This design comes from an exercise in tuning for small area on the open sky130 flow, not from production work.
RTL that was checked went through simulation tests only; none was proved equivalent to the original.
No functional check of the RTL was part of run 3.
Power figures rest on the tool's default switching activity, not on a simulated workload.

==> flow/design.v (outline; a module is shown in full before it is edited, if it fits) <==
// module reset_synch: 21 lines
// module UART_tx: 68 lines
// module UART_rx: 78 lines
// module UART: 11 lines
// module UART_wrapper: 47 lines
// module cmd_proc: 111 lines
// module maze_solve: 80 lines
// module navigate: 104 lines
// module SPI_mnrch: 96 lines
// module inertial_integrator: 111 lines
// module inert_intf: 99 lines
// module A2D_intf: 50 lines
// module SPI_a2d: 85 lines
// module PWM8: 5 lines
// module sensor_intf: 251 lines
// module IR_math: 33 lines
// module P_term: 8 lines
// module I_term: 20 lines
// module Dterm: 23 lines
// module PID: 40 lines
// module DutyScaleROM: 77 lines
// module PWM12: 24 lines
// module MtrDrv: 35 lines
// module bmul_hi: 208 lines
// module piezo_drv: 149 lines
// module MazeRunner: 114 lines
module MazeRunner(
  input clk, RST_n,						 
  output INRT_SS_n,INRT_SCLK,INRT_MOSI,	 
  input INRT_MISO,						 
  input INRT_INT,						 
  output A2D_SS_n,A2D_SCLK,A2D_MOSI,	 
  input A2D_MISO,						 
  output lftPWM1,lftPWM2,				 
  output rghtPWM1,rghtPWM2,				 
  input RX,								 
  input hall_n,							 
  output TX,							 
  output piezo,piezo_n,					 
  output IR_lft_en,						 
  output IR_cntr_en,					 
  output IR_rght_en,					 
  output [7:0] LED
);
  // ...
==> flow/run.sh <==
#!/bin/bash
# synth_recipe.tcl (not shown) runs the flow's synth.tcl, then flattens the netlist and writes it again
# the make line also repeats each setting of config.mk as NAME=value (left out here)
make -C /OpenROAD-flow-scripts/flow DESIGN_CONFIG=/design/flow/config.mk WORK_HOME=/design/flow/orfs CLKGATE_MAP_FILE= SYNTH_SCRIPT=/design/flow/synth_recipe.tcl finish
==> flow/config.mk <==
export PLATFORM = sky130hd
export DESIGN_NAME = MazeRunner
export DESIGN_NICKNAME = MazeRunner
export VERILOG_FILES = /design/flow/design.v
export SDC_FILE = /design/flow/constraint.sdc
export NUM_CORES = 4
export LEC_CHECK = 0
export ABC_AREA = 1
export CAP_MARGIN = 20
export CORE_MARGIN = 2
export CORE_UTILIZATION = 60
export CTS_BUF_LIST = sky130_fd_sc_hd__clkbuf_8
export CTS_CLUSTER_DIAMETER = 80
export CTS_CLUSTER_SIZE = 16
export SLEW_MARGIN = 20
==> flow/constraint.sdc <==
create_clock -name core_clock -period 20.0 [get_ports {clk}]
set_input_delay 4.0000 -clock core_clock [delete_from_list [all_inputs] [get_ports {clk}]]
set_output_delay 4.0000 -clock core_clock [all_outputs]
set_load 0.01 [all_outputs]
==> run summary, run 1 <==
Clock Latency Late Sink = 0.68 ns
Min Tclk post-route = 11.56 ns
Initial Util = 60.89%
Grt total ovfl = 0
Crit-path most repeated cell = nand2_1
Most frequent cells in the layout = 920 x inv_1, 799 x nand2_1, 379 x o21ai_0
Layout cells sized above 1 = 4.058%
Clk pin slew, worst setup/hold paths = 0.11 ns
R2R Path Start = iIR.rght_IR[4]
Vias in the first global route = 32450
Clock share of power = 33.5%
Status = complete, no violations
DP Area = 43980 um^2
Hold endpoint = iCNTRL.pid_term_div8[8]
CTS tree = yes
Min-delay src = iCNTRL.pid_sum_div8[8]
Cell with the most instances after synthesis = inv_1
Post-synthesis cell type count = 74
Buffer and inverter count on the worst path = 5
Core ar. = 70270 um^2
NonClk Buf Share = 1.210%
Seq pwr share = 63.8%
Most common cell after layout, fill and taps aside = inv_1
WL met2 = 44210 um
Global Route Usage Sum = 26.41%
Die Y = 271.1 um
P per Cell Area = 45.05 nW/um^2
Comb_multi_in = 3539
CP startpoint kind = primary input
Register Area = 14810 um^2
==> module IR_math, before the edit <==
module IR_math (clk, rst_n, lft_opn, rght_opn, lft_IR, rght_IR, IR_Dtrm, en_fusion, dsrd_hdng, dsrd_hdng_adj,
               lft_IR_prev1, rght_IR_prev1, capture_lft, capture_rght);
parameter NOM_IR = 12'h900;
input lft_opn, rght_opn, clk, rst_n;
input [11:0] lft_IR, rght_IR;
input [11:0] lft_IR_prev1, rght_IR_prev1;	 
input capture_lft, capture_rght;			 
input signed [8:0] IR_Dtrm;
input en_fusion;
input signed [11:0] dsrd_hdng;
output signed [11:0] dsrd_hdng_adj;
logic signed [12:0] IR_diff;
logic signed [11:0] IR_diff_adj;
logic signed [11:0] IR_adj;
logic signed [11:0] lft_IR_only;
logic signed [11:0] rght_IR_only;
logic signed [12:0] calculated_heading;
assign IR_diff = {1'b0, lft_IR} - {1'b0, rght_IR};
assign IR_diff_adj = IR_diff[12:1];
logic cap_lft_d, cap_rght_d;
always_ff @(posedge clk) begin
	cap_lft_d <= capture_lft;
	cap_rght_d <= capture_rght;
end
assign lft_IR_only = (cap_lft_d ? lft_IR_prev1 : lft_IR) - NOM_IR;
assign rght_IR_only = NOM_IR - (cap_rght_d ? rght_IR_prev1 : rght_IR);
assign IR_adj = (lft_opn && rght_opn) ? 12'h000 :
				(lft_opn) ? rght_IR_only :
				(rght_opn) ? lft_IR_only :
				IR_diff_adj;
assign calculated_heading = { {2{IR_Dtrm[8]}}, IR_Dtrm[8:0], 2'b00 } + { {8{IR_adj[11]}}, IR_adj[10:5] };
assign dsrd_hdng_adj = (en_fusion) ? (calculated_heading[12:1] + dsrd_hdng) : dsrd_hdng;
endmodule
==> module PID, before the edit <==
module PID (clk, rst_n, moving, dsrd_hdng, actl_hdng, hdng_vld, frwrd_spd, at_hdng, lft_spd, rght_spd);
input clk, rst_n, moving;
input signed [11:0] dsrd_hdng;
input signed [11:0] actl_hdng;
input hdng_vld;
input [10:0] frwrd_spd;
output at_hdng;
output logic [11:0] lft_spd;
output logic [11:0] rght_spd;
logic [11:0] error;
logic [11:0] iterm_out;
logic signed [7:0] D_sat;
logic signed [9:0] err_sat;
logic [9:0] abs_err_sat;
logic [14:0] pid_sum;
logic [11:0] pid_sum_div8;		 
logic [11:0] pid_term_div8;
logic moving_ff;
localparam COMPARE_VAL = 10'd30;
assign error = actl_hdng - dsrd_hdng;
P_term pterm1 (.error(error), .err_sat(err_sat));
I_term iterm1 (.clk(clk), .rst_n(rst_n), .hdng_vld(hdng_vld), .moving(moving), .err_sat(err_sat), .I_term(iterm_out));
Dterm dterm1 (.clk(clk), .rst_n(rst_n), .hdng_vld(hdng_vld), .err_sat(err_sat), .D_sat(D_sat));
assign pid_sum = {{3{err_sat[9]}}, err_sat, 2'b00} - {{5{err_sat[9]}}, err_sat}	 
               + {{3{iterm_out[11]}}, iterm_out}
               + {{3{D_sat[7]}}, D_sat, 4'b0000} - {{6{D_sat[7]}}, D_sat, 1'b0};	 
always_ff @(posedge clk) begin : proc_pid_sum
	pid_sum_div8 <= pid_sum[14:3];
end
always_ff @(posedge clk) begin : proc_pid_term_div8
	pid_term_div8 <= pid_sum_div8;
end
assign abs_err_sat = !err_sat[9] ? err_sat : -err_sat;
assign at_hdng = ((abs_err_sat) < COMPARE_VAL) ? 1 : 0;
always_ff @(posedge clk) begin : proc_moving_ff
	moving_ff <= moving;
end
assign rght_spd = (moving_ff) ? {1'b0, frwrd_spd[10:0]} - pid_term_div8 : 12'h000;
assign lft_spd = (moving_ff) ? {1'b0, frwrd_spd[10:0]} + pid_term_div8 : 12'h000;  
endmodule
==> module MtrDrv, before the edit <==
module MtrDrv(
  input clk, rst_n,
  input [11:0] cnt,				 
  input signed [11:0] lft_spd, rght_spd, vbatt,
  output lftPWM1, lftPWM2, rghtPWM1, rghtPWM2
);
logic signed [9:0] delta;				 
logic signed [12:0] lft_sat, rght_sat;
logic signed [11:0] lft_scaled, rght_scaled;
logic signed [11:0] lft_duty, rght_duty;
DutyScaleROM iDUT(.clk(clk), .batt_level(vbatt[9:4]), .delta(delta));
PWM12 iDUTlft(.clk(clk), .rst_n(rst_n), .cnt(cnt), .duty(lft_duty), .PWM1(lftPWM1), .PWM2(lftPWM2));
PWM12 iDUTrght(.clk(clk), .rst_n(rst_n), .cnt(cnt), .duty(rght_duty), .PWM1(rghtPWM1), .PWM2(rghtPWM2));
logic [12:0] lft_hi_w, rght_hi_w;
bmul_hi iLMUL(.spd(lft_spd), .delta(delta), .out(lft_hi_w));
bmul_hi iRMUL(.spd(rght_spd), .delta(delta), .out(rght_hi_w));
always_ff @(posedge clk) begin : proc_lft_prod
  lft_sat <= lft_hi_w;
end
always_ff @(posedge clk) begin : proc_rght_prod
  rght_sat <= rght_hi_w;
end
assign lft_scaled = (~lft_sat[12] && lft_sat[11]) ? 12'h7FF :
                 (lft_sat[12] && ~lft_sat[11]) ? 12'h800 :
                 lft_sat[11:0];
assign rght_scaled = (~rght_sat[12] && rght_sat[11]) ? 12'h7FF :
                 (rght_sat[12] && ~rght_sat[11]) ? 12'h800 :
                 rght_sat[11:0];
always_ff @(posedge clk) begin : proc_lft_duty
  lft_duty <= lft_scaled + $signed(12'h800);
end
always_ff @(posedge clk) begin : proc_rght_duty
  rght_duty <= $signed(12'h800) - rght_scaled;
end
endmodule
==> module bmul_hi, before the edit <==
module bmul_hi(input signed [11:0] spd, input signed [9:0] delta, output [12:0] out);
  wire b_one1 = delta[0] ^ 1'b0;
  wire b_two2 = (delta[1] & ~delta[0] & ~1'b0) | (~delta[1] & delta[0] & 1'b0);
  wire b_neg3 = delta[1];
  wire pp4 = b_neg3 ^ ((b_one1 & spd[0]) | (b_two2 & 1'b0));
  wire pp5 = b_neg3 ^ ((b_one1 & spd[1]) | (b_two2 & spd[0]));
  wire pp6 = b_neg3 ^ ((b_one1 & spd[2]) | (b_two2 & spd[1]));
  wire pp7 = b_neg3 ^ ((b_one1 & spd[3]) | (b_two2 & spd[2]));
  wire pp8 = b_neg3 ^ ((b_one1 & spd[4]) | (b_two2 & spd[3]));
  wire pp9 = b_neg3 ^ ((b_one1 & spd[5]) | (b_two2 & spd[4]));
  wire pp10 = b_neg3 ^ ((b_one1 & spd[6]) | (b_two2 & spd[5]));
  wire pp11 = b_neg3 ^ ((b_one1 & spd[7]) | (b_two2 & spd[6]));
  wire pp12 = b_neg3 ^ ((b_one1 & spd[8]) | (b_two2 & spd[7]));
  wire pp13 = b_neg3 ^ ((b_one1 & spd[9]) | (b_two2 & spd[8]));
  wire pp14 = b_neg3 ^ ((b_one1 & spd[10]) | (b_two2 & spd[9]));
  wire pp15 = b_neg3 ^ ((b_one1 & spd[11]) | (b_two2 & spd[10]));
  wire pp16 = b_neg3 ^ ((b_one1 & spd[11]) | (b_two2 & spd[11]));
  wire b_one17 = delta[2] ^ delta[1];
  wire b_two18 = (delta[3] & ~delta[2] & ~delta[1]) | (~delta[3] & delta[2] & delta[1]);
  wire b_neg19 = delta[3];
  wire pp20 = b_neg19 ^ ((b_one17 & spd[0]) | (b_two18 & 1'b0));
  wire pp21 = b_neg19 ^ ((b_one17 & spd[1]) | (b_two18 & spd[0]));
  wire pp22 = b_neg19 ^ ((b_one17 & spd[2]) | (b_two18 & spd[1]));
  wire pp23 = b_neg19 ^ ((b_one17 & spd[3]) | (b_two18 & spd[2]));
  wire pp24 = b_neg19 ^ ((b_one17 & spd[4]) | (b_two18 & spd[3]));
  wire pp25 = b_neg19 ^ ((b_one17 & spd[5]) | (b_two18 & spd[4]));
  wire pp26 = b_neg19 ^ ((b_one17 & spd[6]) | (b_two18 & spd[5]));
  wire pp27 = b_neg19 ^ ((b_one17 & spd[7]) | (b_two18 & spd[6]));
  wire pp28 = b_neg19 ^ ((b_one17 & spd[8]) | (b_two18 & spd[7]));
  wire pp29 = b_neg19 ^ ((b_one17 & spd[9]) | (b_two18 & spd[8]));
  wire pp30 = b_neg19 ^ ((b_one17 & spd[10]) | (b_two18 & spd[9]));
  wire pp31 = b_neg19 ^ ((b_one17 & spd[11]) | (b_two18 & spd[10]));
  wire pp32 = b_neg19 ^ ((b_one17 & spd[11]) | (b_two18 & spd[11]));
  wire b_one33 = delta[4] ^ delta[3];
  wire b_two34 = (delta[5] & ~delta[4] & ~delta[3]) | (~delta[5] & delta[4] & delta[3]);
  wire b_neg35 = delta[5];
  wire pp36 = b_neg35 ^ ((b_one33 & spd[0]) | (b_two34 & 1'b0));
  wire pp37 = b_neg35 ^ ((b_one33 & spd[1]) | (b_two34 & spd[0]));
  wire pp38 = b_neg35 ^ ((b_one33 & spd[2]) | (b_two34 & spd[1]));
  wire pp39 = b_neg35 ^ ((b_one33 & spd[3]) | (b_two34 & spd[2]));
  wire pp40 = b_neg35 ^ ((b_one33 & spd[4]) | (b_two34 & spd[3]));
  wire pp41 = b_neg35 ^ ((b_one33 & spd[5]) | (b_two34 & spd[4]));
  wire pp42 = b_neg35 ^ ((b_one33 & spd[6]) | (b_two34 & spd[5]));
  wire pp43 = b_neg35 ^ ((b_one33 & spd[7]) | (b_two34 & spd[6]));
  wire pp44 = b_neg35 ^ ((b_one33 & spd[8]) | (b_two34 & spd[7]));
  wire pp45 = b_neg35 ^ ((b_one33 & spd[9]) | (b_two34 & spd[8]));
  wire pp46 = b_neg35 ^ ((b_one33 & spd[10]) | (b_two34 & spd[9]));
  wire pp47 = b_neg35 ^ ((b_one33 & spd[11]) | (b_two34 & spd[10]));
  wire pp48 = b_neg35 ^ ((b_one33 & spd[11]) | (b_two34 & spd[11]));
  wire b_one49 = delta[6] ^ delta[5];
  wire b_two50 = (delta[7] & ~delta[6] & ~delta[5]) | (~delta[7] & delta[6] & delta[5]);
  wire b_neg51 = delta[7];
  wire pp52 = b_neg51 ^ ((b_one49 & spd[0]) | (b_two50 & 1'b0));
  wire pp53 = b_neg51 ^ ((b_one49 & spd[1]) | (b_two50 & spd[0]));
  wire pp54 = b_neg51 ^ ((b_one49 & spd[2]) | (b_two50 & spd[1]));
  wire pp55 = b_neg51 ^ ((b_one49 & spd[3]) | (b_two50 & spd[2]));
  wire pp56 = b_neg51 ^ ((b_one49 & spd[4]) | (b_two50 & spd[3]));
  wire pp57 = b_neg51 ^ ((b_one49 & spd[5]) | (b_two50 & spd[4]));
  wire pp58 = b_neg51 ^ ((b_one49 & spd[6]) | (b_two50 & spd[5]));
  wire pp59 = b_neg51 ^ ((b_one49 & spd[7]) | (b_two50 & spd[6]));
  wire pp60 = b_neg51 ^ ((b_one49 & spd[8]) | (b_two50 & spd[7]));
  wire pp61 = b_neg51 ^ ((b_one49 & spd[9]) | (b_two50 & spd[8]));
  wire pp62 = b_neg51 ^ ((b_one49 & spd[10]) | (b_two50 & spd[9]));
  wire pp63 = b_neg51 ^ ((b_one49 & spd[11]) | (b_two50 & spd[10]));
  wire pp64 = b_neg51 ^ ((b_one49 & spd[11]) | (b_two50 & spd[11]));
  wire b_one65 = delta[8] ^ delta[7];
  wire b_two66 = (delta[9] & ~delta[8] & ~delta[7]) | (~delta[9] & delta[8] & delta[7]);
  wire b_neg67 = delta[9];
  wire pp68 = b_neg67 ^ ((b_one65 & spd[0]) | (b_two66 & 1'b0));
  wire pp69 = b_neg67 ^ ((b_one65 & spd[1]) | (b_two66 & spd[0]));
  wire pp70 = b_neg67 ^ ((b_one65 & spd[2]) | (b_two66 & spd[1]));
  wire pp71 = b_neg67 ^ ((b_one65 & spd[3]) | (b_two66 & spd[2]));
  wire pp72 = b_neg67 ^ ((b_one65 & spd[4]) | (b_two66 & spd[3]));
  wire pp73 = b_neg67 ^ ((b_one65 & spd[5]) | (b_two66 & spd[4]));
  wire pp74 = b_neg67 ^ ((b_one65 & spd[6]) | (b_two66 & spd[5]));
  wire pp75 = b_neg67 ^ ((b_one65 & spd[7]) | (b_two66 & spd[6]));
  wire pp76 = b_neg67 ^ ((b_one65 & spd[8]) | (b_two66 & spd[7]));
  wire pp77 = b_neg67 ^ ((b_one65 & spd[9]) | (b_two66 & spd[8]));
  wire pp78 = b_neg67 ^ ((b_one65 & spd[10]) | (b_two66 & spd[9]));
  wire pp79 = b_neg67 ^ ((b_one65 & spd[11]) | (b_two66 & spd[10]));
  wire pp80 = b_neg67 ^ ((b_one65 & spd[11]) | (b_two66 & spd[11]));
  wire s81 = pp6 ^ pp20 ^ b_neg19;
  wire c82 = (pp6 & pp20) | (pp6 & b_neg19) | (pp20 & b_neg19);
  wire s83 = pp8 ^ pp22 ^ pp36;
  wire c84 = (pp8 & pp22) | (pp8 & pp36) | (pp22 & pp36);
  wire s85 = pp9 ^ pp23 ^ pp37;
  wire c86 = (pp9 & pp23) | (pp9 & pp37) | (pp23 & pp37);
  wire s87 = pp10 ^ pp24 ^ pp38;
  wire c88 = (pp10 & pp24) | (pp10 & pp38) | (pp24 & pp38);
  wire s89 = pp52 ^ b_neg51;
  wire c90 = pp52 & b_neg51;
  wire s91 = pp11 ^ pp25 ^ pp39;
  wire c92 = (pp11 & pp25) | (pp11 & pp39) | (pp25 & pp39);
  wire s93 = pp12 ^ pp26 ^ pp40;
  wire c94 = (pp12 & pp26) | (pp12 & pp40) | (pp26 & pp40);
  wire s95 = pp54 ^ pp68 ^ b_neg67;
  wire c96 = (pp54 & pp68) | (pp54 & b_neg67) | (pp68 & b_neg67);
  wire s97 = pp13 ^ pp27 ^ pp41;
  wire c98 = (pp13 & pp27) | (pp13 & pp41) | (pp27 & pp41);
  wire s99 = pp55 ^ pp69;
  wire c100 = pp55 & pp69;
  wire s101 = pp14 ^ pp28 ^ pp42;
  wire c102 = (pp14 & pp28) | (pp14 & pp42) | (pp28 & pp42);
  wire s103 = pp56 ^ pp70;
  wire c104 = pp56 & pp70;
  wire s105 = spd[0] ^ pp15 ^ pp29;
  wire c106 = (spd[0] & pp15) | (spd[0] & pp29) | (pp15 & pp29);
  wire s107 = pp43 ^ pp57 ^ pp71;
  wire c108 = (pp43 & pp57) | (pp43 & pp71) | (pp57 & pp71);
  wire s109 = spd[1] ^ ~pp16 ^ pp30;
  wire c110 = (spd[1] & ~pp16) | (spd[1] & pp30) | (~pp16 & pp30);
  wire s111 = pp44 ^ pp58 ^ pp72;
  wire c112 = (pp44 & pp58) | (pp44 & pp72) | (pp58 & pp72);
  wire s113 = spd[2] ^ pp31 ^ pp45;
  wire c114 = (spd[2] & pp31) | (spd[2] & pp45) | (pp31 & pp45);
  wire s115 = pp59 ^ pp73 ^ 1'b1;
  wire c116 = (pp59 & pp73) | (pp59 & 1'b1) | (pp73 & 1'b1);
  wire s117 = spd[3] ^ ~pp32 ^ pp46;
  wire c118 = (spd[3] & ~pp32) | (spd[3] & pp46) | (~pp32 & pp46);
  wire s119 = pp60 ^ pp74;
  wire c120 = pp60 & pp74;
  wire s121 = spd[4] ^ pp47 ^ pp61;
  wire c122 = (spd[4] & pp47) | (spd[4] & pp61) | (pp47 & pp61);
  wire s123 = pp75 ^ 1'b1;
  wire c124 = pp75 & 1'b1;
  wire s125 = spd[5] ^ ~pp48 ^ pp62;
  wire c126 = (spd[5] & ~pp48) | (spd[5] & pp62) | (~pp48 & pp62);
  wire s127 = spd[6] ^ pp63 ^ pp77;
  wire c128 = (spd[6] & pp63) | (spd[6] & pp77) | (pp63 & pp77);
  wire s129 = spd[7] ^ ~pp64 ^ pp78;
  wire c130 = (spd[7] & ~pp64) | (spd[7] & pp78) | (~pp64 & pp78);
  wire s131 = spd[8] ^ pp79 ^ 1'b1;
  wire c132 = (spd[8] & pp79) | (spd[8] & 1'b1) | (pp79 & 1'b1);
  wire s133 = c82 ^ pp7 ^ pp21;
  wire c134 = (c82 & pp7) | (c82 & pp21) | (pp7 & pp21);
  wire s135 = c86 ^ s87 ^ s89;
  wire c136 = (c86 & s87) | (c86 & s89) | (s87 & s89);
  wire s137 = c88 ^ c90 ^ s91;
  wire c138 = (c88 & c90) | (c88 & s91) | (c90 & s91);
  wire s139 = c92 ^ s93 ^ s95;
  wire c140 = (c92 & s93) | (c92 & s95) | (s93 & s95);
  wire s141 = c94 ^ c96 ^ s97;
  wire c142 = (c94 & c96) | (c94 & s97) | (c96 & s97);
  wire s143 = c98 ^ c100 ^ s101;
  wire c144 = (c98 & c100) | (c98 & s101) | (c100 & s101);
  wire s145 = c102 ^ c104 ^ s105;
  wire c146 = (c102 & c104) | (c102 & s105) | (c104 & s105);
  wire s147 = c106 ^ c108 ^ s109;
  wire c148 = (c106 & c108) | (c106 & s109) | (c108 & s109);
  wire s149 = s111 ^ 1'b1;
  wire c150 = s111 & 1'b1;
  wire s151 = c110 ^ c112 ^ s113;
  wire c152 = (c110 & c112) | (c110 & s113) | (c112 & s113);
  wire s153 = c114 ^ c116 ^ s117;
  wire c154 = (c114 & c116) | (c114 & s117) | (c116 & s117);
  wire s155 = c118 ^ c120 ^ s121;
  wire c156 = (c118 & c120) | (c118 & s121) | (c120 & s121);
  wire s157 = c122 ^ c124 ^ s125;
  wire c158 = (c122 & c124) | (c122 & s125) | (c124 & s125);
  wire s159 = c126 ^ s127 ^ 1'b1;
  wire c160 = (c126 & s127) | (c126 & 1'b1) | (s127 & 1'b1);
  wire s161 = c132 ^ spd[9] ^ ~pp80;
  wire c162 = (c132 & spd[9]) | (c132 & ~pp80) | (spd[9] & ~pp80);
  wire s163 = c134 ^ s83 ^ b_neg35;
  wire c164 = (c134 & s83) | (c134 & b_neg35) | (s83 & b_neg35);
  wire s165 = c136 ^ s137 ^ pp53;
  wire c166 = (c136 & s137) | (c136 & pp53) | (s137 & pp53);
  wire s167 = c140 ^ s141 ^ s99;
  wire c168 = (c140 & s141) | (c140 & s99) | (s141 & s99);
  wire s169 = c142 ^ s143 ^ s103;
  wire c170 = (c142 & s143) | (c142 & s103) | (s143 & s103);
  wire s171 = c144 ^ s145 ^ s107;
  wire c172 = (c144 & s145) | (c144 & s107) | (s145 & s107);
  wire s173 = c146 ^ s147 ^ s149;
  wire c174 = (c146 & s147) | (c146 & s149) | (s147 & s149);
  wire s175 = c148 ^ c150 ^ s151;
  wire c176 = (c148 & c150) | (c148 & s151) | (c150 & s151);
  wire s177 = c152 ^ s153 ^ s119;
  wire c178 = (c152 & s153) | (c152 & s119) | (s153 & s119);
  wire s179 = c154 ^ s155 ^ s123;
  wire c180 = (c154 & s155) | (c154 & s123) | (s155 & s123);
  wire s181 = c156 ^ s157 ^ pp76;
  wire c182 = (c156 & s157) | (c156 & pp76) | (s157 & pp76);
  wire s183 = c160 ^ c128 ^ s129;
  wire c184 = (c160 & c128) | (c160 & s129) | (c128 & s129);
  wire s185 = c162 ^ spd[10] ^ 1'b1;
  wire c186 = (c162 & spd[10]) | (c162 & 1'b1) | (spd[10] & 1'b1);
  wire s187 = c164 ^ c84 ^ s85;
  wire c188 = (c164 & c84) | (c164 & s85) | (c84 & s85);
  wire s189 = c166 ^ c138 ^ s139;
  wire c190 = (c166 & c138) | (c166 & s139) | (c138 & s139);
  wire s191 = c174 ^ s175 ^ s115;
  wire c192 = (c174 & s175) | (c174 & s115) | (s175 & s115);
  wire s193 = c182 ^ c158 ^ s159;
  wire c194 = (c182 & c158) | (c182 & s159) | (c158 & s159);
  wire s195 = c184 ^ c130 ^ s131;
  wire c196 = (c184 & c130) | (c184 & s131) | (c130 & s131);
  wire s197 = c192 ^ c176 ^ s177;
  wire c198 = (c192 & c176) | (c192 & s177) | (c176 & s177);
  wire s199 = c198 ^ c178 ^ s179;
  wire c200 = (c198 & c178) | (c198 & s179) | (c178 & s179);
  wire s201 = c200 ^ c180 ^ s181;
  wire c202 = (c200 & c180) | (c200 & s181) | (c180 & s181);
  wire [23:0] ra = {1'b1, c186, s185, c196, s195, c194, c202, s201, s199, s197, s191, c172, c170, c168, c190, s189, s165, c188, s187, s163, s133, s81, pp5, pp4};
  wire [23:0] rb = {1'b0, ~spd[11], 1'b0, s161, 1'b0, s183, s193, 1'b0, 1'b0, 1'b0, 1'b0, s173, s171, s169, s167, 1'b0, 1'b0, s135, 1'b0, 1'b0, 1'b0, 1'b0, 1'b0, b_neg3};
  wire [23:0] sum = ra + rb;
  assign out = sum[23:11];
endmodule
==> inputs of run 2 (changes only) <==
--- a/flow/design.v
+++ b/flow/design.v
@@ -1246,7 +1246,7 @@
 				(rght_opn) ? lft_IR_only :
 				IR_diff_adj;
 assign calculated_heading = { {2{IR_Dtrm[8]}}, IR_Dtrm[8:0], 2'b00 } + { {8{IR_adj[11]}}, IR_adj[10:5] };
-assign dsrd_hdng_adj = (en_fusion) ? (calculated_heading[12:1] + dsrd_hdng) : dsrd_hdng;
+assign dsrd_hdng_adj = dsrd_hdng + (en_fusion ? calculated_heading[12:1] : 12'h000);
 endmodule
 module P_term ( 
 	input signed [11:0] error,
@@ -1314,8 +1314,8 @@
 logic signed [9:0] err_sat;
 logic [9:0] abs_err_sat;
 logic [14:0] pid_sum;
-logic [11:0] pid_sum_div8;		 
-logic [11:0] pid_term_div8;
+logic [10:0] pid_sum_div8;		 
+logic [10:0] pid_term_div8;
 logic moving_ff;
 localparam COMPARE_VAL = 10'd30;
 assign error = actl_hdng - dsrd_hdng;
@@ -1326,7 +1326,7 @@
                + {{3{iterm_out[11]}}, iterm_out}
                + {{3{D_sat[7]}}, D_sat, 4'b0000} - {{6{D_sat[7]}}, D_sat, 1'b0};	 
 always_ff @(posedge clk) begin : proc_pid_sum
-	pid_sum_div8 <= pid_sum[14:3];
+	pid_sum_div8 <= pid_sum[13:3];
 end
 always_ff @(posedge clk) begin : proc_pid_term_div8
 	pid_term_div8 <= pid_sum_div8;
@@ -1336,8 +1336,8 @@
 always_ff @(posedge clk) begin : proc_moving_ff
 	moving_ff <= moving;
 end
-assign rght_spd = (moving_ff) ? {1'b0, frwrd_spd[10:0]} - pid_term_div8 : 12'h000;
-assign lft_spd = (moving_ff) ? {1'b0, frwrd_spd[10:0]} + pid_term_div8 : 12'h000;  
+assign rght_spd = (moving_ff) ? {1'b0, frwrd_spd[10:0]} - {pid_term_div8[10], pid_term_div8} : 12'h000;
+assign lft_spd = (moving_ff) ? {1'b0, frwrd_spd[10:0]} + {pid_term_div8[10], pid_term_div8} : 12'h000;  
 endmodule
 module DutyScaleROM(clk,batt_level,delta);
   input clk;
@@ -1447,27 +1447,20 @@
   output lftPWM1, lftPWM2, rghtPWM1, rghtPWM2
 );
 logic signed [9:0] delta;				 
-logic signed [12:0] lft_sat, rght_sat;
 logic signed [11:0] lft_scaled, rght_scaled;
 logic signed [11:0] lft_duty, rght_duty;
 DutyScaleROM iDUT(.clk(clk), .batt_level(vbatt[9:4]), .delta(delta));
 PWM12 iDUTlft(.clk(clk), .rst_n(rst_n), .cnt(cnt), .duty(lft_duty), .PWM1(lftPWM1), .PWM2(lftPWM2));
 PWM12 iDUTrght(.clk(clk), .rst_n(rst_n), .cnt(cnt), .duty(rght_duty), .PWM1(rghtPWM1), .PWM2(rghtPWM2));
-logic [12:0] lft_hi_w, rght_hi_w;
+logic [11:0] lft_hi_w, rght_hi_w;
 bmul_hi iLMUL(.spd(lft_spd), .delta(delta), .out(lft_hi_w));
 bmul_hi iRMUL(.spd(rght_spd), .delta(delta), .out(rght_hi_w));
 always_ff @(posedge clk) begin : proc_lft_prod
-  lft_sat <= lft_hi_w;
+  lft_scaled <= lft_hi_w;
 end
 always_ff @(posedge clk) begin : proc_rght_prod
-  rght_sat <= rght_hi_w;
+  rght_scaled <= rght_hi_w;
 end
-assign lft_scaled = (~lft_sat[12] && lft_sat[11]) ? 12'h7FF :
-                 (lft_sat[12] && ~lft_sat[11]) ? 12'h800 :
-                 lft_sat[11:0];
-assign rght_scaled = (~rght_sat[12] && rght_sat[11]) ? 12'h7FF :
-                 (rght_sat[12] && ~rght_sat[11]) ? 12'h800 :
-                 rght_sat[11:0];
 always_ff @(posedge clk) begin : proc_lft_duty
   lft_duty <= lft_scaled + $signed(12'h800);
 end
@@ -1475,7 +1468,7 @@
   rght_duty <= $signed(12'h800) - rght_scaled;
 end
 endmodule
-module bmul_hi(input signed [11:0] spd, input signed [9:0] delta, output [12:0] out);
+module bmul_hi(input signed [11:0] spd, input signed [9:0] delta, output [11:0] out);
   wire b_one1 = delta[0] ^ 1'b0;
   wire b_two2 = (delta[1] & ~delta[0] & ~1'b0) | (~delta[1] & delta[0] & 1'b0);
   wire b_neg3 = delta[1];
@@ -1678,10 +1671,10 @@
   wire c200 = (c198 & c178) | (c198 & s179) | (c178 & s179);
   wire s201 = c200 ^ c180 ^ s181;
   wire c202 = (c200 & c180) | (c200 & s181) | (c180 & s181);
-  wire [23:0] ra = {1'b1, c186, s185, c196, s195, c194, c202, s201, s199, s197, s191, c172, c170, c168, c190, s189, s165, c188, s187, s163, s133, s81, pp5, pp4};
-  wire [23:0] rb = {1'b0, ~spd[11], 1'b0, s161, 1'b0, s183, s193, 1'b0, 1'b0, 1'b0, 1'b0, s173, s171, s169, s167, 1'b0, 1'b0, s135, 1'b0, 1'b0, 1'b0, 1'b0, 1'b0, b_neg3};
-  wire [23:0] sum = ra + rb;
-  assign out = sum[23:11];
+  wire [22:0] ra = {c186, s185, c196, s195, c194, c202, s201, s199, s197, s191, c172, c170, c168, c190, s189, s165, c188, s187, s163, s133, s81, pp5, pp4};
+  wire [22:0] rb = {~spd[11], 1'b0, s161, 1'b0, s183, s193, 1'b0, 1'b0, 1'b0, 1'b0, s173, s171, s169, s167, 1'b0, 1'b0, s135, 1'b0, 1'b0, 1'b0, 1'b0, 1'b0, b_neg3};
+  wire [22:0] sum = ra + rb;
+  assign out = sum[22:11];
 endmodule
 module piezo_drv (
 	input clk,     
==> run 2 against run 1 <==
  * Core utilization decreased by 0.56 points
  * Fmax rose by 6.3%
  * Cell area fell by 1.6%
  * Worst hold slack got worse by 0.10 ns
  * Power decreased by 0.95%
  * Critical path depth is 7 lower
  * Register-to-register slack lost 0.33 ns
  * Global-route usage down 0.11 points
  * Clock-buffer cell count is the same
  * Routed wire length down 2.1%
  * Critical path type unchanged
  * Highest routed layer is now met4
==> run summary, run 2 <==
Status = complete, no violations
RSZ-0062 raised after global routing = false
Clock Tree Buf Depth = 3
Post-synth top area share = 12.54%
Most common cell after layout, fill and taps aside = inv_1
Clock share of power = 33.3% (-0.2 points)
Crit path max fanout = 12
Setup bufs post-CTS = 0
Slew HR = 22.34%
Sw Pwr = 0.4738 mW
Iteration count of the initial detailed-routing pass = 6
Grt total ovfl = 0 (unchanged)
Antenna-violating nets left = 0
Final Wtd Congestion = 0.8979
Int Power = 1.529 mW
Sw Share = 23.66%
IO Pins = 31
Die area = 72370 um^2
HPWL after DPL = 70760 um
Vias in the first global route = 30710 (-5.4%)
Critical path's largest stage delay = 0.56 ns
Final #Nets = 5557
CP max-delay cell = fa_1
Largest net degree at the start of global routing = 71
Total Wirelength = 93700 um
Hold Slack = 0.2347 ns
Initial Util = 60.38% (-0.51 points)
Post-synthesis cell type count = 71 (-4.1%)
Max reg flops = 25
Core ar. = 69790 um^2 (-0.69%)
Cell with the most instances after synthesis = inv_1
Crit-path most repeated cell = inv_1
Via count = 32200
Worst Path Required = 20.64 ns
Min Tclk post-route = 10.88 ns (-0.6817 ns)
Final Max Tran Viols = 0
Number of enable flip-flop cells after synthesis = 176
VDD IR-drop max = 0.00009817 V
Clk_skew = 0.07470 ns
P per Cell Area = 45.33 nW/um^2 (+0.62%)
Number of port buffers = 23
CTS tree = yes
Top post-synthesis cells by count = 881 x inv_1, 719 x nand2_1, 382 x nor2_1
Seq/Total Area, Yosys = 34.94%
Critical path arrival = 11.52 ns
Fin crit share = 54.38%
Post-CTS Hold Fix Bufs = 0
Drt via density = 5.370
Synth area leaders = edfxtp_1 13%, dfrtp_1 11%, dfxtp_1 11%
Clock Latency Late Sink = 0.71 ns (+0.03 ns)
FF+latch count, synth = 597
Die Y = 269.0 um (-0.75%)
Num rows = 97
Top cell type by total area after synthesis = edfxtp_1
Area growth syn-to-layout = 4.852%
Final number of setup-violating endpoints = 0
TritonCTS Buffers = 46
CP startpoint kind = primary input
Top reg by flops = iNEMO.iINT.yi
Clock Root Buffer = clkbuf_8
Final setup TNS = 0 ns
DIE WIDTH = 269.0 um
Pwr Total = 2.003 mW
Syn. warnings = 22
Worst hold path class = flip-flop to async pin
Mean Syn Cell Area = 8.366 um^2
Seq pwr share = 63.9% (about the same)
First-pass GRT wire length = 155000 um
DRC Markers = 0
CP Class = primary input to flip-flop
F_max = 91.94 MHz
Maximum capacitance violations = 0
Largest regs = iNEMO.iINT.yi: 25 flops, iCHRG.duration_tmr: 21 flops, iNEMO.iINT.yo: 17 flops
Iteration-0 DRC Markers = 2141
Tightest Pin Transition = 1.161 ns
Core Util, Final = 63.31%
Post-Syn Area = 42140 um^2
Kind of end point of the critical path = flip-flop
Gate power share = 2.8%
Global Route Usage Sum = 26.30% (-0.11 points)
Layout cells sized above 1 = 4.313% (+0.25 points)
Clk pin slew, worst setup/hold paths = 0.11 ns (about the same)
Leakage = 21.02 nW
Cells after Synth = 5037
Clk sinks = 597
Post-synth ARST share = 33.33%
Initial antenna violation count = 1
Drt wl/cell = 15.63 um
Final number of hold-violating endpoints = 0
Most frequent cells in the layout = 907 x inv_1, 719 x nand2_1, 381 x nor2_1
Post-CTS sizing = 0
Main synth FF type = dfxtp_1
H-tree Lvls = 2
## run 2: worst max-delay path: cells and delay by family
family	cells	cell delay, ns
and+or+nand+nor	16	1.98
xor gates and xnor gates	1	0.12
buffers and inverters	10	1.22
adders and majority gates	7	3.08
AOI/OAI and AO/OA	6	1.11
## run 2: cell type report
type / count / area, um^2
Antenna cell: 1 / 2.502
Inverter: 898 / 3371
Multi-Input combinational cell: 3416 / 23520
Sequential cell: 597 / 14730
Clock inverter: 36 / 216.5
Fill cell: 6209 / 25600
Timing Repair Buffer: 60 / 508.0
Clock buffer: 48 / 660.6
Tap cell: 940 / 1176
## run 2: cell families (layout without fill, tap and decap cells)
| logic type | count (synthesis) | in the layout | synth area share [%] |
|---|---|---|---|
| multiplexers | 27 | 27 | 0.6740 |
| AO/OA/AOI/OAI | 1008 | 1008 | 13.61 |
| XOR/XNOR | 340 | 340 | 7.067 |
| flip-flops | 597 | 597 | 34.94 |
| adder cells (fa/ha/maj) | 531 | 531 | 19.04 |
| buffers and inverters | 1030 | 1042 | 9.353 |
| AND/OR/NAND/NOR | 1502 | 1502 | 15.29 |
| other | 2 | 9 | 0.01782 |
## run 2: metrics by stage
step / area, um^2 / std cells / worst slack [ns]
4_1_cts: 44180 / 5995 / 9.197
5_1_grt: 44180 / 5996 / 8.417
3_5_place_dp: 43300 / 5911 / 8.447
3_3_place_gp: 43300 / 5911 / 8.551
2_1_floorplan: 42160 / 5043 / 9.557
6_report: 44180 / 5996 / 9.123
## run 2: worst paths after layout
kind | depth (start not counted) | endpoint | slack, ns | startpoint
min reg2reg | 0 | iIR.lft_acc_off[0] | 0.23 | iRST.rst_n
max reg2reg | 53 | iCNTRL.pid_sum_div8[9] | 9.56 | iIR_adj.cap_rght_d
min in group core_clock | 0 | iCNTRL.pid_term_div8[6] | 0.32 | iCNTRL.pid_sum_div8[6]
max | 40 | iCNTRL.pid_sum_div8[9] | 9.12 | hall_n
max in group asynchronous | 1 | iRST.rst_n | 16.35 | RST_n
min | 0 | iIR.lft_acc_off[0] | 0.23 | iRST.rst_n
## run 2: power by group through the flow
stage | combinational, mW | clock, mW | sequential, mW
after floorplan | 0.0406 | 0 | 1.31
after global placement | 0.0561 | 0 | 1.31
after detailed placement | 0.0573 | 0 | 1.31
after CTS | 0.0576 | 0.695 | 1.28
after global routing | 0.0658 | 0.733 | 1.28
final | 0.0564 | 0.667 | 1.28
## run 2: routing by layer
| layer | vias up | global-route usage [%] | wire length (um) |
|---|---|---|---|
| met3 | 113 | 2.758 | 3543 |
| met1 | 15120 | 37.80 | 45860 |
| met4 | 0 | 5.465 | 1570 |
| met5 | - | 0 | 0 |
| met2 | 543 | 43.24 | 42720 |
| li1 | 16420 | - | - |
==> inputs of run 3 (changes only) <==
--- a/flow/design.v
+++ b/flow/design.v
@@ -1246,7 +1246,7 @@
 				(rght_opn) ? lft_IR_only :
 				IR_diff_adj;
 assign calculated_heading = { {2{IR_Dtrm[8]}}, IR_Dtrm[8:0], 2'b00 } + { {8{IR_adj[11]}}, IR_adj[10:5] };
-assign dsrd_hdng_adj = dsrd_hdng + (en_fusion ? calculated_heading[12:1] : 12'h000);
+assign dsrd_hdng_adj = (en_fusion) ? (calculated_heading[12:1] + dsrd_hdng) : dsrd_hdng;
 endmodule
 module P_term ( 
 	input signed [11:0] error,
==> flow/flow/run.sh (new file) <==
#!/bin/bash
# The standard layout (the standard.sh: standard synthesis, ORFS floorplan to finish),
# with clock tree synthesis told not to add dummy loads for balancing.
set -euo pipefail
export CTS_ARGS="-sink_clustering_enable -repair_clock_nets -sink_clustering_size 16 -sink_clustering_max_diameter 80 -buf_list sky130_fd_sc_hd__clkbuf_8 -dont_use_dummy_load"
bash standard.sh > standard.log 2>&1
==> flow/standard.sh (new file) <==
#!/bin/bash
# synth_recipe.tcl (not shown) runs the flow's synth.tcl, then flattens the netlist and writes it again
# the make line also repeats each setting of config.mk as NAME=value (left out here)
make -C /OpenROAD-flow-scripts/flow DESIGN_CONFIG=/design/flow/config.mk WORK_HOME=/design/flow/orfs CLKGATE_MAP_FILE= SYNTH_SCRIPT=/design/flow/synth_recipe.tcl "${@:-finish}"
removed: flow/run.sh
==> run 3 against run 2 <==
  * Clock skew increased by 0.0038 ns
  * Sequential power about the same
  * Highest routed layer is now met5
  * Register-to-register slack improved by 0.09 ns
  * Worst setup slack lost 1.1 ns
  * Area after synthesis up 0.97%
==> run summary, run 3 <==
Fin crit share = 59.90% (+5.5 points)
Final setup margin = 8.020 ns (-1.103 ns)
Top post-synthesis cells by count = 887 x inv_1, 764 x nand2_1, 409 x nor2_1
CP max-delay cell = fa_1
Layout cells sized above 1 = 4.350% (+0.038 points)
Drt wl/cell = 15.89 um (+1.7%)
Max reg flops = 25 (unchanged)
Setup bufs post-CTS = 0 (unchanged)
Main synth FF type = dfxtp_1
FF-to-FF End = iCNTRL.pid_sum_div8[10]
Critical path's largest stage delay = 0.61 ns (+0.05 ns)
CP Class = primary input to flip-flop
Core Util, Final = 63.18% (-0.13 points)
Slew HR = 27.77% (+5.4 points)
Clock Latency Late Sink = 0.70 ns (about the same)
Vias in the first global route = 32540 (+6.0%)
Worst Path Required = 20.59 ns (-0.05 ns)
Pwr Total = 1.931 mW (-3.6%)
Via count = 32890 (+2.2%)
Area growth syn-to-layout = 4.176%
Final number of setup-violating endpoints = 0 (unchanged)
Die Y = 270.3 um (+0.47%)
Post-synth ARST share = 33.33% (unchanged)
Total Wirelength = 96060 um (+2.5%)
H-tree Lvls = 2 (unchanged)
Most common cell after layout, fill and taps aside = inv_1
Critical path arrival = 12.57 ns (+1.05 ns)
Number of enable flip-flop cells after synthesis = 176 (unchanged)
Mean Syn Cell Area = 8.305 um^2 (-0.73%)
Pre-CTS setup slack = 7.385 ns (-1.062 ns)
Instance count on the critical path = 44 (+10%)
Post-CTS sizing = 0 (unchanged)
Clk_skew = 0.07853 ns (+0.003829 ns)
Post-Syn Area = 42550 um^2 (+0.97%)
P per Cell Area = 43.57 nW/um^2 (-3.9%)
Final #Nets = 5642 (+1.5%)
Top cell type by total area after synthesis = edfxtp_1
Initial antenna violation count = 2 (+1)
Final Wtd Congestion = 0.9296 (+3.5%)
Hold Slack = 0.2794 ns (+0.04468 ns)
R2r worst-path depth = 58 (+9.4%)
TritonCTS Buffers = 46 (unchanged)
Core ar. = 70150 um^2 (+0.52%)
Clk sinks = 597 (unchanged)
Tightest Pin Transition = 1.083 ns (-0.07751 ns)
Worst Setup SP = hall_n
IO Pins = 31 (unchanged)
First-pass GRT wire length = 161900 um (+4.4%)
Post-synth top area share = 12.42% (-0.12 points)
Most frequent cells in the layout = 887 x inv_1, 764 x nand2_1, 406 x nor2_1
CP startpoint kind = primary input
Largest regs = iNEMO.iINT.yi: 25 flops, iCHRG.duration_tmr: 21 flops, iNEMO.iINT.yo: 17 flops
Worst hold path class = flip-flop to async pin
Crit path max fanout = 11 (-1)
Initial Util = 60.65% (+0.27 points)
FF+latch count, synth = 597 (unchanged)
Syn. warnings = 22 (unchanged)
Min Tclk post-route = 11.98 ns (+1.103 ns)
CTS tree = yes
Post-synthesis cell type count = 74 (+4.2%)
RSZ-0062 raised after global routing = false
Clock Tree Buf Depth = 3 (unchanged)
DIE WIDTH = 270.3 um (+0.47%)
Iteration-0 DRC Markers = 1892 (-12%)
Leakage = 20.86 nW (-0.75%)
Clock Root Buffer = clkbuf_8
Die area = 73060 um^2 (+0.95%)
Final Max Tran Viols = 0 (unchanged)
Global Route Usage Sum = 26.73% (+0.43 points)
Top reg by flops = iNEMO.iINT.yi
F_max = 83.47 MHz (-9.2%)
Post-CTS Hold Fix Bufs = 0 (unchanged)
Worst Setup EP = iCNTRL.pid_sum_div8[10]
Largest net degree at the start of global routing = 67 (-5.6%)
Number of port buffers = 23 (unchanged)
Iteration count of the initial detailed-routing pass = 5 (-1)
DRC Markers = 0 (unchanged)
Antenna-violating nets left = 0 (unchanged)
Cells after Synth = 5123 (+1.7%)
Reg2reg setup slack = 9.65 ns (+0.09 ns)
Synth area leaders = edfxtp_1 12%, dfrtp_1 11%, dfxtp_1 10%
Grt total ovfl = 0 (unchanged)
Status = complete, no violations
Seq/Total Area, Yosys = 34.61% (-0.33 points)
R2R Path Start = iIR.lft_IR[1]
Clk pin slew, worst setup/hold paths = 0.10 ns (about the same)
Final number of hold-violating endpoints = 0 (unchanged)
Kind of end point of the critical path = flip-flop
VDD IR-drop max = 0.00007420 V (-24%)
Num rows = 97 (unchanged)
HPWL after DPL = 73130 um (+3.3%)
Maximum capacitance violations = 0 (unchanged)
Drt via density = 5.441 (+1.3%)
Final setup TNS = 0 ns (unchanged)
Buffer and inverter count on the worst path = 7 (-3)
CP delay by family, top = adder cells
Cell with the most instances after synthesis = inv_1
run 3: cell count changes in the layout (fill, tap and decap cells not counted), sizes merged, moves of 8 or more:
cell / previous run / this run
o22ai: 120 / 112
fa: 184 / 175
nor4: 18 / 26
a21oi: 337 / 325
inv: 922 / 903
nand2: 746 / 797
nand3: 168 / 153
ha: 347 / 355
nor2: 383 / 416
run 3: cells by family after synthesis:
kind of cell	after synthesis	synth area share (%)
other	2	0.01765
and+or+nand+nor	1577	16.01
adders and majority gates	530	18.67
DFF	597	34.61
xor gates and xnor gates	339	6.978
AOI/OAI and AO/OA	1005	13.58
buffers and inverters	1045	9.437
muxes	28	0.6940
run 3: per-stage QoR:
stage          cells  cell area [um^2]
4_1_cts         6043             44310
2_1_floorplan   5129             42570
6_report        6045             44320
3_3_place_gp    5997             43680
3_5_place_dp    5997             43680
5_1_grt         6044             44320
run 3: how the worst min path moves through the flow:
stage	start	end	cells past startpoint
floorplan	iCNTRL.pid_sum_div8[0]	iCNTRL.pid_term_div8[0]	0
global placement	iRST.rst_n	iCNTRL.dterm1.prev_err[9]	0
detailed placement	iRST.rst_n	iCNTRL.dterm1.prev_err[9]	0
CTS	iRST.rst_n	iCNTRL.dterm1.q1[2]	0
global route	iCNTRL.pid_sum_div8[1]	iCNTRL.pid_term_div8[1]	0
finish	iRST.rst_n	iCNTRL.dterm1.prev_err[9]	0
run 3: per-layer routing:
layer | vias up | routed length (um) | GRT usage, %
li1 | 16670 | - | -
met1 | 15360 | 43720 | 36.03
met2 | 723 | 45510 | 46.15
met3 | 139 | 4282 | 2.676
met4 | 2 | 2529 | 6.993
met5 | - | 14 | 0
run 3: final cells by class:
| type | instances | area (um^2) |
|---|---|---|
| clock buffer | 46 | 633.1 |
| timing repair buffer | 57 | 485.5 |
| sequential | 597 | 14730 |
| antenna | 2 | 5.005 |
| tap | 940 | 1176 |
| inverter | 916 | 3438 |
| multi-input combinational | 3487 | 23860 |
| fill | 6210 | 25830 |
run 3: power breakdown:
part	internal, mW	leakage [nW]	total, mW	switching (mW)
sequential	1.26	5.66	1.28	0.0153
clock	0.206	0.331	0.595	0.389
combinational	0.0208	14.9	0.0564	0.0356
total	1.49	20.9	1.93	0.440
==> inputs of run 4 (changes only) <==
--- a/flow/design.v
+++ b/flow/design.v
@@ -1246,7 +1246,7 @@
 				(rght_opn) ? lft_IR_only :
 				IR_diff_adj;
 assign calculated_heading = { {2{IR_Dtrm[8]}}, IR_Dtrm[8:0], 2'b00 } + { {8{IR_adj[11]}}, IR_adj[10:5] };
-assign dsrd_hdng_adj = (en_fusion) ? (calculated_heading[12:1] + dsrd_hdng) : dsrd_hdng;
+assign dsrd_hdng_adj = dsrd_hdng + (en_fusion ? calculated_heading[12:1] : 12'h000);
 endmodule
 module P_term ( 
 	input signed [11:0] error,
==> run 4 against run 3 <==
  * Still clean
  * Register-to-register slack lost 0.03 ns
  * Flip-flop and latch count unchanged
  * Via count is 2.5% lower
  * Worst hold slack got worse by 0.044 ns
  * First-iteration DRC count up 12%
  * Clock-buffer cell count unchanged
  * Synthesized cell count is 1.7% lower
  * Critical path type unchanged
  * Critical endpoint is now iCNTRL.pid_sum_div8[9]
  * Largest power group unchanged
==> run summary, run 4 <==
Final Wtd Congestion = 0.8979 (-3.4%)
Vias in the first global route = 30620 (-5.9%)
Most common cell after layout, fill and taps aside = inv_1
Critical path arrival = 11.52 ns (-1.05 ns)
Top reg by flops = iNEMO.iINT.yi
Maximum capacitance violations = 0 (unchanged)
Register Area = 14730 um^2 (unchanged)
Post-synth ARST share = 33.33% (unchanged)
Mean Syn Cell Area = 8.366 um^2 (+0.73%)
Critical path's largest stage delay = 0.56 ns (-0.05 ns)
Largest family of logic cells by synthesized area = adder cells
TritonCTS Buffers = 46 (unchanged)
Top post-synthesis cells by count = 881 x inv_1, 719 x nand2_1, 382 x nor2_1
Synth Area in Compound Gates = 13.61% (+0.030 points)
Area of the multi-input gates = 23520 um^2 (-1.4%)
Final number of hold-violating endpoints = 0 (unchanged)
Adder and majority gate portion of the synthesized area = 19.04% (+0.37 points)
Die Y = 269.0 um (-0.47%)
Post-Syn Area = 42140 um^2 (-0.96%)
Number of port buffers = 23 (unchanged)
Total Wirelength = 93590 um (-2.6%)
RSZ-0062 raised after global routing = false
Antenna-violating nets left = 0 (unchanged)
Post-CTS Hold Fix Bufs = 0 (unchanged)
Final #Nets = 5557 (-1.5%)
Grt total ovfl = 0 (unchanged)
Cell with the most instances after synthesis = inv_1
Crit path max fanout = 12 (+1)
Clock Root Buffer = clkbuf_8
Leakage = 20.80 nW (-0.26%)
Drt wl/cell = 15.71 um (-1.1%)
Layout cells sized above 1 = 4.126% (-0.22 points)
Hold Slack = 0.2355 ns (-0.04389 ns)
Main synth FF type = dfxtp_1
Number of enable flip-flop cells after synthesis = 176 (unchanged)
Die area = 72370 um^2 (-0.94%)
CP max-delay cell = fa_1
FF+latch count, synth = 597 (unchanged)
Clock Tree Buf Depth = 3 (unchanged)
Clock Latency Late Sink = 0.70 ns (about the same)
DIE WIDTH = 269.0 um (-0.47%)
H-tree Lvls = 2 (unchanged)
Max reg flops = 25 (unchanged)
Post-CTS sizing = 0 (unchanged)
Worst hold path class = flip-flop to async pin
Fill count = 6203 (-0.11%)
Synth area leaders = edfxtp_1 13%, dfrtp_1 11%, dfxtp_1 11%
Final Max Tran Viols = 0 (unchanged)
Global Route Usage Sum = 26.22% (-0.51 points)
Via count = 32090 (-2.5%)
First-pass GRT wire length = 154500 um (-4.5%)
Largest regs = iNEMO.iINT.yi: 25 flops, iCHRG.duration_tmr: 21 flops, iNEMO.iINT.yo: 17 flops
Kind of end point of the critical path = flip-flop
Setup bufs post-CTS = 0 (unchanged)
Post-Synth Simple-Gate Area = 15.29% (-0.72 points)
CP startpoint kind = primary input
Drt via density = 5.385 (-1.0%)
VDD IR-drop max = 0.00009574 V (+29%)
P per Cell Area = 43.89 nW/um^2 (+0.74%)
Clk pin slew, worst setup/hold paths = 0.11 ns (about the same)
Area growth syn-to-layout = 4.273% (about the same)
Post-synth top area share = 12.54% (+0.12 points)
Clk_skew = 0.1254 ns (+0.04687 ns)
Post-synthesis mux area share = 0.6740% (-0.020 points)
Syn. warnings = 22 (unchanged)
Tightest Pin Transition = 1.112 ns (+0.02819 ns)
Crit-path most repeated cell = inv_1
HPWL after DPL = 70760 um (-3.2%)
Most frequent cells in the layout = 880 x inv_1, 719 x nand2_1, 381 x nor2_1
Cells after Synth = 5037 (-1.7%)
Core ar. = 69790 um^2 (-0.52%)
Largest net degree at the start of global routing = 71 (+6.0%)
Top cell type by total area after synthesis = edfxtp_1
Min Tclk post-route = 10.88 ns (-1.099 ns)
F_max = 91.90 MHz (+10%)
Final number of setup-violating endpoints = 0 (unchanged)
Pwr Total = 1.929 mW (-0.14%)
CP Class = primary input to flip-flop
Clk sinks = 597 (unchanged)
Xor/xnor share of the synthesized area = 7.067% (+0.088 points)
Worst Path Required = 20.63 ns (+0.04 ns)
Num rows = 97 (unchanged)
Status = complete, no violations
Seq/Total Area, Yosys = 34.94% (+0.33 points)
Iteration-0 DRC Markers = 2126 (+12%)
DRC Markers = 0 (unchanged)
Initial antenna violation count = 1 (-1)
CTS tree = yes
Initial Util = 60.38% (-0.27 points)
Slew HR = 25.64% (-2.1 points)
Fin crit share = 54.40% (-5.5 points)
Final setup TNS = 0 ns (unchanged)
Iteration count of the initial detailed-routing pass = 7 (+2)
IO Pins = 31 (unchanged)
Post-synthesis cell type count = 71 (-4.1%)
==> run 4: changes by cell type after synthesis, moves of 8 or more <==
| cell | delta |
|---|---|
| nor4_1 | -8 |
| o22ai_1 | +8 |
| nand2_1 | -45 |
| nor2_1 | -27 |
| ha_1 | -8 |
| nand3_1 | +16 |
| a21oi_1 | +12 |
| fa_1 | +9 |
==> run 4: critical path, delay by kind of cell <==
kind | cells | cell delay, ns
xor+xnor | 1 | 0.12
fa+ha+maj | 7 | 3.08
compound gates | 6 | 1.11
simple gates | 16 | 1.96
buf+inv | 10 | 1.22
==> run 4: path summary, 6_finish.rpt <==
kind / startpoint / to / slack, ns / cells past startpoint
max reg2reg: iIR_adj.cap_rght_d / iCNTRL.pid_sum_div8[9] / 9.62 / 53
max in group asynchronous: RST_n / iRST.rst_n / 16.35 / 1
min in group core_clock: iMTR.lft_scaled[1] / iMTR.lft_duty[1] / 0.28 / 0
max: hall_n / iCNTRL.pid_sum_div8[9] / 9.12 / 40
min reg2reg: iRST.rst_n / iIR.lft_acc_off[0] / 0.24 / 0
min: iRST.rst_n / iIR.lft_acc_off[0] / 0.24 / 0
==> run 4: cells by family after synthesis <==
logic type	Yosys count
other cells	2
fa+ha+maj	531
xor+xnor	340
flops	597
mux	27
simple gates	1502
compound gates	1008
buf+inv	1030
==> run 4: final cells by class <==
type                       instances  share of cell area (%)
inverter                         898                   7.671
sequential                       597                   33.52
timing repair buffer              60                   1.156
tap                              940                   2.677
multi-input combinational       3416                   53.53
antenna                            1                0.005695
clock buffer                      46                   1.441
==> run 4: layer usage <==
metal | share of wire, % | global-route usage, % | vias to the layer above
li1 | - | - | 16390
met1 | 49 | 37.71 | 15040
met2 | 46 | 43.19 | 563
met3 | 4.0 | 2.685 | 96
met4 | 1.6 | 5.270 | 0
met5 | 0 | 0 | -
==> run 4: power by group <==
group          total (mW)  switching [mW]  internal, mW
registers            1.28          0.0148          1.26
clock network       0.593           0.387         0.206
logic              0.0564          0.0354        0.0209
==> run 4: metrics by stage <==
stage / utilization, % / area (um^2) / setup slack [ns] / cells
5_1_grt: 62.96 / 43940 / 8.413 / 5958
2_1_floorplan: - / 42160 / 9.557 / 5043
4_1_cts: 62.95 / 43930 / 9.193 / 5957
6_report: 62.96 / 43940 / 9.119 / 5958
3_5_place_dp: 62.05 / 43300 / 8.447 / 5911
3_3_place_gp: 62.05 / 43300 / 8.551 / 5911
==> inputs of run 5 (changes only) <==
==> flow/flow/run.sh (replaced) <==
#!/bin/bash
# The standard layout (the standard.sh: standard synthesis, ORFS floorplan to finish),
# with clock tree synthesis told not to add dummy loads for balancing.
set -euo pipefail
export CTS_ARGS="-sink_clustering_enable -repair_clock_nets -sink_clustering_size 20 -sink_clustering_max_diameter 70 -buf_list sky130_fd_sc_hd__clkbuf_8 -dont_use_dummy_load"
bash standard.sh > standard.log 2>&1
==> run 5 against run 4 <==
  * Sequential share of layout area hardly changed
  * Sequential power is essentially flat
  * Combinational power about the same
  * Die area is the same
  * Non-clock buffer count unchanged
  * Fmax decreased by 0.15%
  * Area after synthesis unchanged
  * Cell area about the same
  * Critical endpoint unchanged
  * Worst hold slack improved by 0.00063 ns
  * Critical path depth unchanged
  * Cell count hardly changed
==> run summary, run 5 <==
IO Pins = 31 (unchanged)
Final number of hold-violating endpoints = 0 (unchanged)
Most common cell after layout, fill and taps aside = inv_1
Reg2reg setup slack = 9.57 ns (-0.05 ns)
Top post-synthesis cells by count = 881 x inv_1, 719 x nand2_1, 382 x nor2_1
Status = complete, no violations
Total Wirelength = 93480 um (-0.11%)
Met1 usage = 37.73% (about the same)
Crit-path most repeated cell = inv_1
Drt wl/cell = 15.70 um (about the same)
Met2 Use GR = 42.99% (-0.20 points)
Critical path's largest stage delay = 0.56 ns (about the same)
Grt total ovfl = 0 (unchanged)
DRC Markers = 0 (unchanged)
Global Route Usage Sum = 26.21% (about the same)
Via count = 32100 (+0.037%)
Min Tclk post-route = 10.90 ns (+0.01655 ns)
Clk pin slew, worst setup/hold paths = 0.11 ns (about the same)
Number of port buffers = 23 (unchanged)
Clk sinks = 597 (unchanged)
Critical path arrival = 11.52 ns (about the same)
Post-Syn Area = 42140 um^2 (unchanged)
TritonCTS Buffers = 44 (-4.3%)
Post-synthesis cell type count = 71 (unchanged)
Main synth FF type = dfxtp_1
Final setup TNS = 0 ns (unchanged)
Worst Path Required = 20.62 ns (about the same)
CP max-delay cell = fa_1
Post-CTS Hold Fix Bufs = 0 (unchanged)
Initial Util = 60.38% (unchanged)
Post-synth top area share = 12.54% (unchanged)
Vias in the first global route = 30650 (+0.075%)
CTS tree = yes
Final Wtd Congestion = 0.8979 (unchanged)
Most frequent cells in the layout = 880 x inv_1, 719 x nand2_1, 381 x nor2_1
First-pass GRT wire length = 154500 um (about the same)
Cell with the most instances after synthesis = inv_1
Syn. warnings = 22 (unchanged)
Kind of end point of the critical path = flip-flop
Maximum capacitance violations = 0 (unchanged)
Final #Nets = 5555 (-0.036%)
DIE WIDTH = 269.0 um (unchanged)
Mean Syn Cell Area = 8.366 um^2 (unchanged)
P per Cell Area = 43.67 nW/um^2 (-0.50%)
Die area = 72370 um^2 (unchanged)
Num rows = 97 (unchanged)
Seq/Total Area, Yosys = 34.94% (unchanged)
Final Max Tran Viols = 0 (unchanged)
Tightest Pin Transition = 1.118 ns (+0.006758 ns)
FF+latch count, synth = 597 (unchanged)
M3 GR Usage = 2.603% (-0.082 points)
Largest net degree at the start of global routing = 71 (unchanged)
Max reg flops = 25 (unchanged)
Post-synth ARST share = 33.33% (unchanged)
Clock Latency Late Sink = 0.70 ns (about the same)
Global routing's busiest layer = met2
Initial antenna violation count = 1 (unchanged)
Antenna-violating nets left = 0 (unchanged)
Worst hold path class = flip-flop to async pin
Leakage = 20.79 nW (about the same)
CP startpoint kind = primary input
Iteration-0 DRC Markers = 2114 (-0.56%)
Fin crit share = 54.49% (+0.083 points)
Top cell type by total area after synthesis = edfxtp_1
Clock Root Buffer = clkbuf_8
Clk_skew = 0.1317 ns (+0.006254 ns)
Iteration count of the initial detailed-routing pass = 8 (+1)
Top reg by flops = iNEMO.iINT.yi
Final setup margin = 9.103 ns (-0.01655 ns)
HPWL after DPL = 70760 um (unchanged)
Die Y = 269.0 um (unchanged)
Slew HR = 25.18% (-0.45 points)
Crit path max fanout = 12 (unchanged)
Core ar. = 69790 um^2 (unchanged)
Layout cells sized above 1 = 4.088% (-0.038 points)
Clock Tree Buf Depth = 3 (unchanged)
Synth area leaders = edfxtp_1 13%, dfrtp_1 11%, dfxtp_1 11%
RSZ-0062 raised after global routing = false
F_max = 91.76 MHz (-0.15%)
Pre-CTS setup slack = 8.447 ns (unchanged)
Setup bufs post-CTS = 0 (unchanged)
CP Class = primary input to flip-flop
H-tree Lvls = 2 (unchanged)
Final number of setup-violating endpoints = 0 (unchanged)
Area growth syn-to-layout = 4.207% (about the same)
Post-CTS sizing = 0 (unchanged)
Drt via density = 5.389 (about the same)
Number of enable flip-flop cells after synthesis = 176 (unchanged)
Largest regs = iNEMO.iINT.yi: 25 flops, iCHRG.duration_tmr: 21 flops, iNEMO.iINT.yo: 17 flops
Cells after Synth = 5037 (unchanged)
VDD IR-drop max = 0.00008748 V (-8.6%)
==> run 5: changes by cell type in the layout (fill, tap and decap cells not counted) <==
cell | previous run | this run
clkbuf_8 | 46 | 44
==> run 5: layer usage <==
layer / part of all wire [%] / up-vias / wire length (um)
li1: - / 16380 / -
met1: 49 / 15040 / 45670
met2: 45 / 559 / 42510
met3: 3.8 / 120 / 3550
met4: 1.9 / 0 / 1755
met5: 0 / - / 0
==> run 5: worst max-delay path: cells and delay by family <==
kind	cells	cell delay, ns
XOR/XNOR	1	0.12
adder cells (fa/ha/maj)	7	3.08
buffers and inverters	10	1.23
AND/OR/NAND/NOR	16	1.97
AO/OA/AOI/OAI	6	1.10
==> run 5: report_power, final <==
part,leakage (nW),internal [mW],total (mW),switching (mW)
Sequential,5.62,1.26,1.28,0.0147
Clock,0.316,0.198,0.582,0.385
Combinational,14.9,0.0209,0.0564,0.0354
Total,20.8,1.48,1.92,0.435
==> run 5: area by class of cell <==
| class | count | area, um^2 |
|---|---|---|
| well taps | 940 | 1176 |
| flip-flops and latches | 597 | 14730 |
| repair buffers | 60 | 508.0 |
| multi-input cells | 3416 | 23520 |
| fillers | 6206 | 25870 |
| clock buffers | 44 | 605.6 |
| diodes | 1 | 2.502 |
| inverters | 898 | 3371 |
==> run 5: final timing paths <==
check                                       start                      end  cells after the start
min                                    iRST.rst_n       iIR.lft_acc_off[0]                      0
min reg2reg                            iRST.rst_n       iIR.lft_acc_off[0]                      0
max                                        hall_n   iCNTRL.pid_sum_div8[9]                     40
min in group core_clock    iCNTRL.pid_sum_div8[6]  iCNTRL.pid_term_div8[6]                      0
max in group asynchronous                   RST_n               iRST.rst_n                      1
max reg2reg                    iIR_adj.cap_rght_d   iCNTRL.pid_sum_div8[9]                     53
==> run 5: cell families after synthesis <==
family / share of synthesized area (%)
flip-flops: 34.94
other: 0.01782
multiplexers: 0.6740
AND/OR/NAND/NOR: 15.29
buffers and inverters: 9.353
adder cells (fa/ha/maj): 19.04
XOR/XNOR: 7.067
AO/OA/AOI/OAI: 13.61
==> run 5: through the flow <==
stage                     area, um^2  power [mW]  utilization (%)  std cells  hold WS, ns
final                          43910       1.918            62.92       5956       0.2361
after CTS                      43900       1.944            62.91       5955       0.2491
after global placement         43300       1.361            62.05       5911       0.2399
after detailed placement       43300       1.363            62.05       5911       0.2385
after global routing           43910       1.991            62.92       5956       0.2711
after floorplan                42160       1.347                -       5043       0.3096

static timing again, ports no longer ideal:
Ports are ideal in the flow. The routed layouts listed here were re-timed in OpenROAD.
Step 1, drivers: a clkbuf_16 drives clk and a buf_2 each remaining input, both assumed.
Step 2, shift: input delay + t, output delay - t, t = (earliest + latest rising clock arrival at the registers) / 2. This alone moves slack from input paths to output paths.
Slacks: no drivers / after step 1 / after step 2; pairs: no drivers / after step 1.
| run | shift t [ns] | slack for setup (ns) | worst slew at a driven data input, ns |
|---|---|---|---|
| run 1 | 0.723 | 8.442 / 8.473 / 7.750 | 0.08 |
| run 2 | 0.739 | 9.123 / 9.156 / 8.417 | 0.04 |
| run 3 | 0.717 | 8.020 / 7.995 / 7.279 | 0.08 |
| run 4 | 0.708 | 9.119 / 9.153 / 8.445 | 0.04 |
| run 5 | 0.701 | 9.103 / 9.135 / 8.434 | 0.04 |
After both steps setup and hold are still met in every run listed. The setup slack of run 3, which loses most, moves by -0.025 ns with the drivers and by -0.741 ns with both steps.
